From an optimization exercise on the open Yosys and OpenROAD flow, aimed at small area, a short achievable clock period and few clock cycles per item; shortcuts taken in it are not production practice.
Only simulation tests tie the RTL to the original design; equivalence was not proved.

<file path="design.v">
module HW3_FPMUL_754SP(Clk, Rst, St, FPmplier, FPmcand, Done, Ovf, Unf, FPproduct);
	input Clk, Rst, St;
	input [31:0] FPmplier, FPmcand;
	output reg [31:0] FPproduct;
	output reg Ovf, Unf, Done;
	wire [47:0] mult_out;
	wire [8:0] expo_out;		 
	reg [22:0] F;
	reg [8:0] E, E_biased;
	reg S;
	reg [1:0] state;
	assign mult_out = ({1'b1, FPmplier[22:0]}) * ({1'b1, FPmcand[22:0]});
	assign expo_out = (FPmplier[30:23] - 8'd127) + (FPmcand[30:23] - 8'd127);
	always @ (posedge Clk)	begin
		Done <= 1'b0;
		Ovf <= 1'b0;
		Unf <= 1'b0;
		if(Rst == 1'b1) begin
			state <= 2'b00;
		end
		else
		case(state)
			0: begin
				if(St == 1'b0)
					state <= 2'b00;
				else
					state <= 2'b01;
			end
			1: begin
				state <= 2'b10;
				S <= FPmplier[31] ^ FPmcand[31];
				if(FPmplier == 32'b0 || FPmcand == 32'b0) begin
					E <= 9'b0;
					E_biased <= 9'b0;
					F <= mult_out[45:23];
				end
				else if(mult_out[47] == 1'b1) begin
					E <= expo_out + 9'b1;
					E_biased <= expo_out + 9'd128;
					F <= mult_out[46:24];
				end
				else begin
					E <= expo_out;
					E_biased <= expo_out + 9'd127;
					F <= mult_out[45:23];
				end
			end
			2: begin
				state <= 2'b0;
				Done <= 1'b1;
				if(E_biased > 8'b11111110)
					Ovf <= 1'b1;
				if(E_biased < 8'b00000001)
					Unf <= 1'b1;
				FPproduct <= {S, E_biased[7:0], F};
			end
			default: begin
				if(St == 1'b0)
					state <= 2'b00;
				else
					state <= 2'b01;
			end
		endcase
	end
endmodule
</file>
<file path="config.mk">
export PLATFORM = sky130hd
export DESIGN_NAME = HW3_FPMUL_754SP
export DESIGN_NICKNAME = HW3_FPMUL_754SP
export VERILOG_FILES = /design/flow/design.v
export SDC_FILE = /design/flow/constraint.sdc
export NUM_CORES = 4
export LEC_CHECK = 0
export CAP_MARGIN = 20
export CORE_MARGIN = 2
export CORE_UTILIZATION = 40
export SLEW_MARGIN = 20
</file>
<file path="run.sh">
#!/bin/bash
# synth_recipe.tcl (not shown) runs the flow's synth.tcl, then flattens the netlist and writes it again
# the make line also repeats each setting of config.mk as NAME=value (left out here)
make -C /OpenROAD-flow-scripts/flow DESIGN_CONFIG=/design/flow/config.mk WORK_HOME=/design/flow/orfs CLKGATE_MAP_FILE= SYNTH_SCRIPT=/design/flow/synth_recipe.tcl finish
</file>
<file path="constraint.sdc">
create_clock -name core_clock -period 8.6 [get_ports {Clk}]
set_input_delay 1.7200 -clock core_clock [delete_from_list [all_inputs] [get_ports {Clk}]]
set_output_delay 1.7200 -clock core_clock [all_outputs]
set_load 0.01 [all_outputs]
</file>
==> impl_metrics.ini, run 1 <==
[worst_setup_path]
worst-path-buf-inv = 7
worst_setup_path_end_kind = register
reg2regPathDepth = 6
r2r_end = Unf$_SDFF_PN0_
cp.required_ns = 8.75
critPathMaxStageDelay_ns = 0.59
rr_startpoint = state[0]$_SDFF_PP0_
start_kind = primary input
cp_slowest_cell = fa_2
cp_top_family = adder cells
arrival_ns = 8.66
reg2reg_slack_ns = 7.11
worstSetupPathType = in -> reg
critPathMaxFanout = 5
crit_top_cell = fa_1

[min_path]
hold_depth = 0
hold-path-endpoint = FPproduct[19]$_DFFE_PP_
hold_path_class = reg -> reg
min-delay-start = F[19]$_DFFE_PP_

[route]
drtAntennaViolNets = 0
vias = 17470
wl_per_cell_um = 20.34
finalWirelength_mm = 69.30
via_per_inst = 5.128
drt_pre_antenna_iters = 7
drc = 0
drt_iter0_drc = 1112

[clock_tree]
cts_tree = done
cts_buffers = 9
clk_latency_ns = 0.33
cts_hold_buf = 0
numClockSinks = 70
cts_buffer_depth = 2
clk_pin_slew_ns = 0.05
h-tree-depth = 3
cts_root_buf = clkbuf_16

[sta]
slew_headroom_pct = 34.85
hold_viol_final = 0
setup_violations = 0
whs_ns = 0.4119
skew_ns = 0.01086
finalCritPeriodShare_pct = 98.95
fin_crit_ns = 8.510
rsz0062_at_grt = yes
tightestPinTransition_ns = 0.9772
max_freq_ghz = 0.1175
maxSlewViolCount = 0

[yosys]
avgSynthCellArea_um2 = 9.238
netlist.top_cell.by_area = fa_1
synthMuxAreaShare_pct = 0.7794
synth_simple_gate_area_share_pct = 15.91
yosysWarnings = 1
synth_fa_ha_area_share_pct = 55.38
ys_seq_elements = 70
ys_seq_area_share_pct = 9.468
synth_compound_area_share_pct = 4.699
synthXorXnorAreaFrac_pct = 1.455
netlist_area_um2 = 21670
synth.net_count = 3083
synth.top_cell.area_share_pct = 44.52
ys_async_sr_fraction_pct = 0
ys.flop_type = edfxtp_1
synth_most_common_cell = inv_1
synth_top_family_by_area = adder cells
synth_edf_count = 65
synth_cell_types = 63
syn_inst = 2346
synth_area_leaders = fa_1, ha_1, inv_1
yosys-top-cells-count = inv_1, fa_1, nand2_1

[place]
port_buffers = 101
gp_congestion = 0.9213
hpwl_mm = 54.84

[floorplan]
die_h_um = 236.8
rows = 85
die_w_um = 236.8
core_area_um2 = 53710
die_area_um2 = 56060
top_level_ports = 102
start_util_pct = 40.35

[global_route]
grt_max_degree = 35
grt_pass1_wl_mm = 106.8
grt_pass1_vias = 18810
grt_usage_pct = 24.96
overflow = 0
antenna_found_initial = 6

[layout]
drive_above_1_share_pct = 19.93
nets = 3442
fill_cells = 4882
fin_util_pct = 51.38
area_growth_pct = 27.33

[status]
status = no timing/DRC/antenna violations

[flow_run]
timing.max_cap.violations = 0
-- worst max path at each step --
stage                 start               to  slack (ns)  depth (start not counted)
6_report        FPmplier[5]  F[17]$_DFFE_PP_        0.09                         26
5_1_grt        FPmplier[21]  F[17]$_DFFE_PP_       -0.06                         26
4_1_cts          FPmcand[9]  F[17]$_DFFE_PP_       0.003                         26
3_5_place_dp     FPmcand[8]  F[22]$_DFFE_PP_       -0.76                         27
3_3_place_gp     FPmcand[8]  F[22]$_DFFE_PP_       -0.67                         29
2_1_floorplan  FPmplier[22]  F[17]$_DFFE_PP_        0.09                         26
-- cell type report --
| cell class | instances | area (um^2) | area share [%] |
|---|---|---|---|
| well taps | 696 | 870.8 | 3.156 |
| diodes | 1 | 2.502 | 0.009069 |
| multi-input cells | 1568 | 17540 | 63.58 |
| clock inverters | 6 | 63.81 | 0.2313 |
| inverters | 603 | 2275 | 8.243 |
| clock buffers | 10 | 229.0 | 0.8298 |
| repair buffers | 453 | 4558 | 16.52 |
| flip-flops and latches | 70 | 2052 | 7.436 |
-- metal layers --
layer  routed length (um)  global-route usage [%]  part of all wire (%)  vias up
met5                   26                       0                 0.038        -
met4                 2554                   7.346                   3.7        4
met3                 5480                   4.395                   7.9      136
met2                32780                   41.49                    47      646
met1                28460                   33.47                    41     9009
li1                     -                       -                     -     7677
-- flip-flops by register name, indices dropped and copies added, names as in the netlist --
signal	count
F	23
E_biased	9
FPproduct	32
Unf	1
state	2
Done	1
S	1
Ovf	1
-- metrics by stage --
step / std cells / worst slack, ns / area (um^2) / TNS (ns)
after floorplan: 2346 / 0.08959 / 21670 / 0
after global placement: 3316 / -0.6665 / 25670 / -16.33
after detailed placement: 3316 / -0.7600 / 25670 / -19.15
after CTS: 3380 / 0.002996 / 26910 / 0
after global routing: 3406 / -0.06003 / 27590 / -0.1865
final: 3407 / 0.08999 / 27590 / 0
-- logic make-up (layout without fill, tap and decap cells) --
family                   after synthesis  count (layout)
adder cells (fa/ha/maj)              670             670
AO/OA/AOI/OAI                        148             148
AND/OR/NAND/NOR                      698             698
flip-flops                            70              70
XOR/XNOR                              36              36
other                                  0               1
buffers and inverters                708            1072
multiplexers                          16              16
-- layout by cell type, fill, tap and decap left out, drive strengths merged, types with 35 or more instances in the layout --
master and instances:
nand2 292, a21oi 45, fa 482, edfxtp 65
inv 601, clkdlybuf4s50 56, buf 352, nor2 77
ha 188, and2 241, clkbuf 35
-- repair_timing --
item	4_1_cts	5_1_grt
setup endpoints to repair	32	32
resized for setup	160	201
gates cloned	17	5
pin swaps	31	89
setup buffers	31	23
Testbench counts, summed over its fixed seeds: cycles 36,000, ops 12,000.
==> run 2: changes to the inputs <==
==> design.v (replaced) <==
module HW3_FPMUL_754SP(Clk, Rst, St, FPmplier, FPmcand, Done, Ovf, Unf, FPproduct);
	input Clk, Rst, St;
	input [31:0] FPmplier, FPmcand;
	output reg [31:0] FPproduct;
	output reg Ovf, Unf, Done;
	wire [47:0] mult_out;
	wire [8:0] esum, E;
	wire zero;
	assign mult_out = ({1'b1, FPmplier[22:0]}) * ({1'b1, FPmcand[22:0]});
	assign esum = {1'b0, FPmplier[30:23]} + {1'b0, FPmcand[30:23]} - 9'd127 + {8'd0, mult_out[47]};
	assign zero = (FPmplier == 32'b0) || (FPmcand == 32'b0);
	assign E = zero ? 9'd0 : esum;
	always @ (posedge Clk) begin
		Done <= St & ~Rst;
		if (St) begin
			Ovf <= (E > 9'd254);
			Unf <= (E == 9'd0);
			FPproduct <= {FPmplier[31] ^ FPmcand[31], E[7:0],
			              mult_out[47] ? mult_out[46:24] : mult_out[45:23]};
		end
	end
endmodule
==> run 2 against run 1 <==
The layout now fails its checks (negative setup slack); maximum frequency is 9.9% lower; setup slack worse by 0.94 ns; sequential cell count is 35 lower.
==> impl_metrics.ini, run 2 <==
[global_route]
grt_pass1_vias = 19210
antenna_found_initial = 3
grt_max_degree = 36
grt_usage_pct = 26.97
grt_pass1_wl_mm = 108.0
overflow = 0

[layout]
fin_cells = 3340
nets = 3400
fin_area_um2 = 27550
area_growth_pct = 35.10
largest-register = FPproduct
largest_reg_flops = 32
diodes = 0
drive_above_1_share_pct = 25.56
mostFrequentLayoutCells = inv_1, fa_1, buf_4, nand2_1, and2_1
final_common_cell = inv_1

[floorplan]
core_area_um2 = 50270
die_h_um = 229.8
top_level_ports = 102
die_area_um2 = 52810
die_w_um = 229.8
start_util_pct = 40.57
rows = 82

[clock_tree]
cts_hold_buf = 0
h-tree-depth = 2
cts_tree = done
clk_pin_slew_ns = 0.05
cts_buffers = 5
cts_root_buf = clkbuf_16
numClockSinks = 35
cts_buffer_depth = 2

[yosys]
syn_inst = 2245
synth.top_cell.area_share_pct = 47.31
synth_area_leaders = fa_1, ha_1, inv_1
netlist.top_cell.by_area = fa_1
yosysWarnings = 1
ys_seq_elements = 35
synth_cell_types = 77
ys_async_sr_fraction_pct = 0
synth.net_count = 2978
netlist_area_um2 = 20400
ys.flop_type = edfxtp_1
yosys-top-cells-count = inv_1, fa_1, nand2_1
ys_seq_area_share_pct = 5.104
avgSynthCellArea_um2 = 9.085
synth_edf_count = 34
synth_most_common_cell = inv_1

[min_path]
min-delay-start = Rst
hold-path-endpoint = Done$_DFF_P_
hold_depth = 2
hold_path_class = in -> reg

[sta]
maxSlewViolCount = 0
tightestPinTransition_ns = 0.9860
hold_viol_final = 0
finalSetupTns_ns = -3.820
whs_ns = 1.977
fin_crit_ns = 9.449
worst_slack_ns = -0.8485
setup_violations = 8
max_freq_ghz = 0.1058
finalCritPeriodShare_pct = 109.9
rsz0062_at_grt = yes
slew_headroom_pct = 34.27

[route]
finalWirelength_mm = 69.13
drt_pre_antenna_iters = 5
drt_iter0_drc = 1273
vias = 17140
wl_per_cell_um = 20.70
drtAntennaViolNets = 0
drc = 0
via_per_inst = 5.132

[status]
status = complete, but fails checks
violatedChecks = negative setup slack

[worst_setup_path]
worst_setup_path_end_kind = register
critPathMaxStageDelay_ns = 0.56
cp_slowest_cell = fa_1
critPathMaxFanout = 4
arrival_ns = 9.48
start_kind = primary input
worst-path-buf-inv = 5
crit_top_cell = fa_1
cp_top_family = adder cells
worstSetupPathType = in -> reg
cp.required_ns = 8.64

[place]
hpwl_mm = 52.14
placed_area_um2 = 25070
port_buffers = 101
dp.cells = 3227
gp_congestion = 0.9246

[flow_run]
timing.max_cap.violations = 0
run 2: cell types whose count changed after synthesis, moves of 7 or more:
cell / before / now
and2_1: 241 / 217
a21o_1: 19 / 27
edfxtp_1: 65 / 34
nand2_1: 291 / 320
o21ai_1: 8 / 1
mux2i_1: 9 / 1
a21oi_1: 44 / 37
mux2_2: 2 / 11
clkbuf_1: 98 / 90
inv_1: 601 / 577
nor2_1: 77 / 61
run 2: final cells by class:
| class | count | area, um^2 |
|---|---|---|
| well taps | 672 | 840.8 |
| repair buffers | 514 | 5658 |
| fillers | 4471 | 22720 |
| clock inverters | 2 | 35.03 |
| inverters | 579 | 2216 |
| flip-flops and latches | 35 | 1041 |
| clock buffers | 6 | 138.9 |
| multi-input cells | 1532 | 17620 |
run 2: how the worst max path moves through the flow:
stage,from,to,slack (ns),cells past startpoint
CTS,FPmcand[14],Unf$_DFFE_PP_,-0.72,35
floorplan,FPmplier[16],Unf$_DFFE_PP_,-0.59,37
global route,FPmcand[7],Unf$_DFFE_PP_,-1.11,36
detailed placement,FPmcand[8],Unf$_DFFE_PP_,-1.51,37
finish,FPmcand[15],Unf$_DFFE_PP_,-0.85,34
global placement,FPmcand[3],Ovf$_DFFE_PP_,-1.40,35
run 2: kinds of logic after synthesis:
kind of cell | after synthesis | synth area share [%]
buffers and inverters | 678 | 12.55
XOR/XNOR | 29 | 1.319
AND/OR/NAND/NOR | 676 | 16.24
flip-flops | 35 | 5.104
adder cells (fa/ha/maj) | 666 | 58.60
multiplexers | 12 | 0.6564
AO/OA/AOI/OAI | 149 | 5.533
run 2: per-layer routing:
metal  share of wire (%)  global-route usage [%]  vias to the layer above
li1                    -                       -                     7496
met5               0.019                       0                        -
met4                 5.1                   10.89                        2
met1                  38                   33.97                     8702
met2                  48                   45.61                      727
met3                 8.8                   5.221                      213
run 2: what timing repair did:
| item | in CTS | in global routing |
|---|---|---|
| cloned | 32 | 1 |
| setup endpoints to repair | 23 | 22 |
| pin swaps | 137 | 33 |
| resized for setup | 341 | 78 |
| endpoints found under the hold margin | 0 | 0 |
| buffers inserted | 69 | 8 |
run 2: stage by stage:
step	util, %	setup slack (ns)
after floorplan	-	-0.5870
after global placement	49.87	-1.405
after detailed placement	49.87	-1.508
after CTS	54.25	-0.7249
after global routing	54.81	-1.115
final	54.81	-0.8485
Testbench counts of run 2, summed over its fixed seeds: cycles 12,000, ops 12,000.

-- static timing again, ports no longer ideal --
The results above use ideal ports. As a check the final layouts listed here were re-extracted and re-timed, cells and wires unchanged.
Step 1: set_driving_cell puts a clkbuf_16 on Clk and a buf_2 on each other input, an assumption about the parent block.
Step 2 also shifts input and output timing later by t, the mid clock arrival at the registers, as if the neighbouring blocks saw the same clock.
a / b / c = ideal / step 1 / step 2; a / b = the first two.
run | shift t [ns] | setup WS [ns] | hold slack, ns | clock arrival spread, ns | worst data-port slew with drivers (ns)
run 1 | 0.364 | 0.090 / 0.096 / -0.269 | 0.412 / 0.412 / 0.412 | 0.011 / 0.011 | 0.13
run 2 | 0.312 | -0.849 / -0.859 / -1.171 | 1.977 / 1.966 / 2.278 | 0.003 / 0.003 | 0.14
With both steps, setup timing fails in run 1, where it was met with ideal ports. The setup slack of run 1, which loses most, moves by +0.006 ns with the drivers and by -0.359 ns with both steps.
